What follows belongs to an exercise in optimizing a design on an open flow for small area and a short achievable clock period; a production flow would make more cautious choices. Only simulation tests tie the RTL to the original design; equivalence was not proved. Power is estimated from default activity; no workload was simulated.

run R:
==> flow/design.v (excerpt) <==
module datapath (clk, writenum, readnum, write, datapath_in, vsel, loada, loadb, loadc, shift, asel, bsel, ALUop, loads, Z_out, datapath_out);
  input write, clk, loada, loadb, loadc, asel, bsel, loads, vsel;
  input [1:0] ALUop, shift;
  input [2:0] writenum, readnum;
  input [15:0] datapath_in;
  output reg Z_out;
  output reg [15:0] datapath_out;
  reg  [15:0] aloaded, in;
  wire [15:0] data_in, data_out, cn;
  wire sn;
  assign data_in = vsel ? datapath_in : datapath_out;
  regfile REGFILE(data_in, writenum, write, readnum, clk, data_out);
  always_ff @(posedge clk) if (loada) aloaded <= data_out;
  always_ff @(posedge clk) if (loadb) in <= data_out;
  ALU alu(aloaded, in, datapath_out, Z_out, datapath_in[4:0], shift, asel, bsel, ALUop,
          loadc, loads, cn, sn);
  always_ff @(posedge clk) Z_out <= sn;
  always_ff @(posedge clk) datapath_out <= cn;
endmodule
Size in the first run: ~180 flip-flops, roughly 52 I/O pins.
Settings: LEC_CHECK=0, CAP_MARGIN=20, CORE_MARGIN=2, CORE_UTILIZATION=70, CTS_BUF_LIST=sky130_fd_sc_hd__clkbuf_4 sky130_fd_sc_hd__clkbuf_8, SETUP_SLACK_MARGIN=2.9, SLEW_MARGIN=20, SYNTH_HIERARCHICAL=1, SYNTH_MINIMUM_KEEP_SIZE=0; clock period 5.5 ns.
standard.sh (not shown) runs the stock make flow with config.mk's settings and CLKGATE_MAP_FILE= SYNTH_SCRIPT=/design/flow/synth_recipe.tcl, a recipe that flattens the netlist after the stock synthesis.
==> flow/flow/run.sh <==
#!/bin/bash
# The standard layout (standard.sh), with every input and output port
# buffered by a buf_2 cell instead of the buffer the resizer picks by default.
set -euo pipefail
bash standard.sh 'BUFFER_PORTS_ARGS=-buffer_cell sky130_fd_sc_hd__buf_2' finish > make.log 2>&1
Run R closes out successfully: all stages finished, all timing, DRC and antenna checks passed.
Relative to run R, the following input files were edited for run D:
--- a/flow/design.v
+++ b/flow/design.v
@@ -21,59 +21,56 @@
       gm_buf usb (.a(ALUop[0]), .y(subb[i]));
       gm_andn unk (.an(ALUop[1]), .b(loadc), .y(nokill[i]));
       gm_or2 ukz (.a(ALUop[1]), .b(ALUop[0]), .y(kz[i]));
     end
   endgenerate
   wire [15:0] An  = ~Aq;
   wire [16:0] bx  = {1'b0, Bq, 1'b0};
-  wire [15:0] Ain, Bin, Bz, By, ai, g, t, xn, nd, wn, rn, zb;
+  wire [15:0] Ain, Bin, Bz, ai, g, t, xn, nd, wn, rn, zb;
   generate
     for (i = 0; i < 16; i = i + 1) begin : b
       localparam integer D = i / 4;
       gm_nor2 uan (.a(An[i]), .b(asb[D]), .y(Ain[i]));
       gm_xor2 ua (.a(Ain[i]), .b(subb[D]), .y(ai[i]));
       if (i < 5) begin : lo
         wire n0, n1, n2, n3;
         gm_nand2 u0 (.a(s0[D]), .b(bx[i+1]), .y(n0));
         gm_nand2 u1 (.a(sl[D]), .b(bx[i]), .y(n1));
         gm_nand2 u2 (.a(sr[D]), .b(bx[i+2]), .y(n2));
         gm_nand2 u3 (.a(bsel), .b(imm[i]), .y(n3));
         gm_nand4 ub (.a(n0), .b(n1), .c(n2), .d(n3), .y(Bin[i]));
         gm_nand4 uz (.a(n0), .b(n1), .c(n2), .d(n3), .y(Bz[i]));
-        gm_nand4 uy (.a(n0), .b(n1), .c(n2), .d(n3), .y(By[i]));
       end else if (i < 15) begin : mid
         wire n0, n1, n2;
         gm_nand2 u0 (.a(s0[D]), .b(bx[i+1]), .y(n0));
         gm_nand2 u1 (.a(sl[D]), .b(bx[i]), .y(n1));
         gm_nand2 u2 (.a(sr[D]), .b(bx[i+2]), .y(n2));
         gm_nand3 ub (.a(n0), .b(n1), .c(n2), .y(Bin[i]));
         gm_nand3 uz (.a(n0), .b(n1), .c(n2), .y(Bz[i]));
-        gm_nand3 uy (.a(n0), .b(n1), .c(n2), .y(By[i]));
       end else begin : top
         wire n0, n1;
         gm_nand2 u0 (.a(s15), .b(bx[i+1]), .y(n0));
         gm_nand2 u1 (.a(sl[D]), .b(bx[i]), .y(n1));
         gm_nand2 ub (.a(n0), .b(n1), .y(Bin[i]));
         gm_nand2 uz (.a(n0), .b(n1), .y(Bz[i]));
-        gm_nand2 uy (.a(n0), .b(n1), .y(By[i]));
       end
       gm_nand3 ug (.a(Bin[i]), .b(ai[i]), .c(nokill[D]), .y(g[i]));
       gm_nor2 ut (.a(Bin[i]), .b(ai[i]), .y(t[i]));
       gm_xnor2 ux (.a(Ain[i]), .b(Bz[i]), .y(xn[i]));
-      gm_nand2 un (.a(Ain[i]), .b(By[i]), .y(nd[i]));
+      gm_nand2 un (.a(Ain[i]), .b(Bz[i]), .y(nd[i]));
       if (i == 0) begin : z0
         gm_inv uz (.a(xn[0]), .y(wn[0]));
       end else begin : zi
         zx uz (.q(xn[i]), .tn(t[i-1]), .kn(kz[D]), .y(wn[i]));
       end
       gm_mux2i ur (.s(op0b), .a0(nd[i]), .a1(Bz[i]), .y(rn[i]));
       gm_mux2i uq (.s(op1b), .a0(wn[i]), .a1(rn[i]), .y(zb[i]));
     end
   endgenerate
-  wire [15:0] y   = op1b ? (op0b ? ~By : ~nd) : ~xn;
+  wire [15:0] y   = op1b ? rn : ~xn;
   wire [15:0] yc  = ldcb ? y : Cq;
   wire        sq  = ~(~loads & Sq);
   wire g1_1;
   wire g1_3;
   wire t1_3;
   wire g1_5;
   wire t1_5;
## What came out
Diff run R -> run D: global-route wire length before repair went down by 3200 um; final non-filler cell area went down by 400 um^2. Comparing number of resized instances in the post-cts repair step for run D and run R, the smaller number came from run D. Relative to run R, the top fanout value on the critical path of run D is lower by 5. Run D gives less filler-free cell count of the finished design than run R did. Run D: portion of total power attributed to sequential cells is 1.6 points higher than what run R reported. In run D, the worst setup slack came out 0.053 ns above the value in run R. Fraction of cell area in non-clock buffers, run D and run R: lower on run D. Between run R and run D, the flow reports combinational power decreasing by more than 10%. Re final critical-path required period: run D and run R aren't equal, and the higher value belongs to run R. | synthesized cell count | higher: run R |. Worst hold slack: run D vs run R down 0.017 ns. After detailed routing, run R needs more wire than run D. The sequential share of layout area of run D is higher than that of run R. Destination of the critical timing path = datapath_out[11]: run D; destination of the critical timing path = Z_out: run R.

port drivers added, routing unchanged:
How much do the figures lean on ideal ports? The routed layouts below were timed once more, with nothing changed but the port constraints.
Step 1, drivers: a clkbuf_16 drives clk and a buf_2 each remaining input, both assumed.
Step 2 moves the port delays by t, midway between the first and last clock arrival at a register: inputs arrive t later, outputs are due t later. That takes back most of the time a late clock gives input paths.
Three values: no drivers, after step 1, after step 2; two values: the first two.
run	t, ns	slack for setup (ns)	latest minus earliest clock arrival (ns)
run R	0.505	2.957 / 2.935 / 2.430	0.026 / 0.026
run D	0.505	3.010 / 3.003 / 2.498	0.012 / 0.012
After both steps every run listed still meets setup and hold. For run R, which loses most, drivers alone change the setup slack by -0.022 ns; drivers and shift together by -0.527 ns.
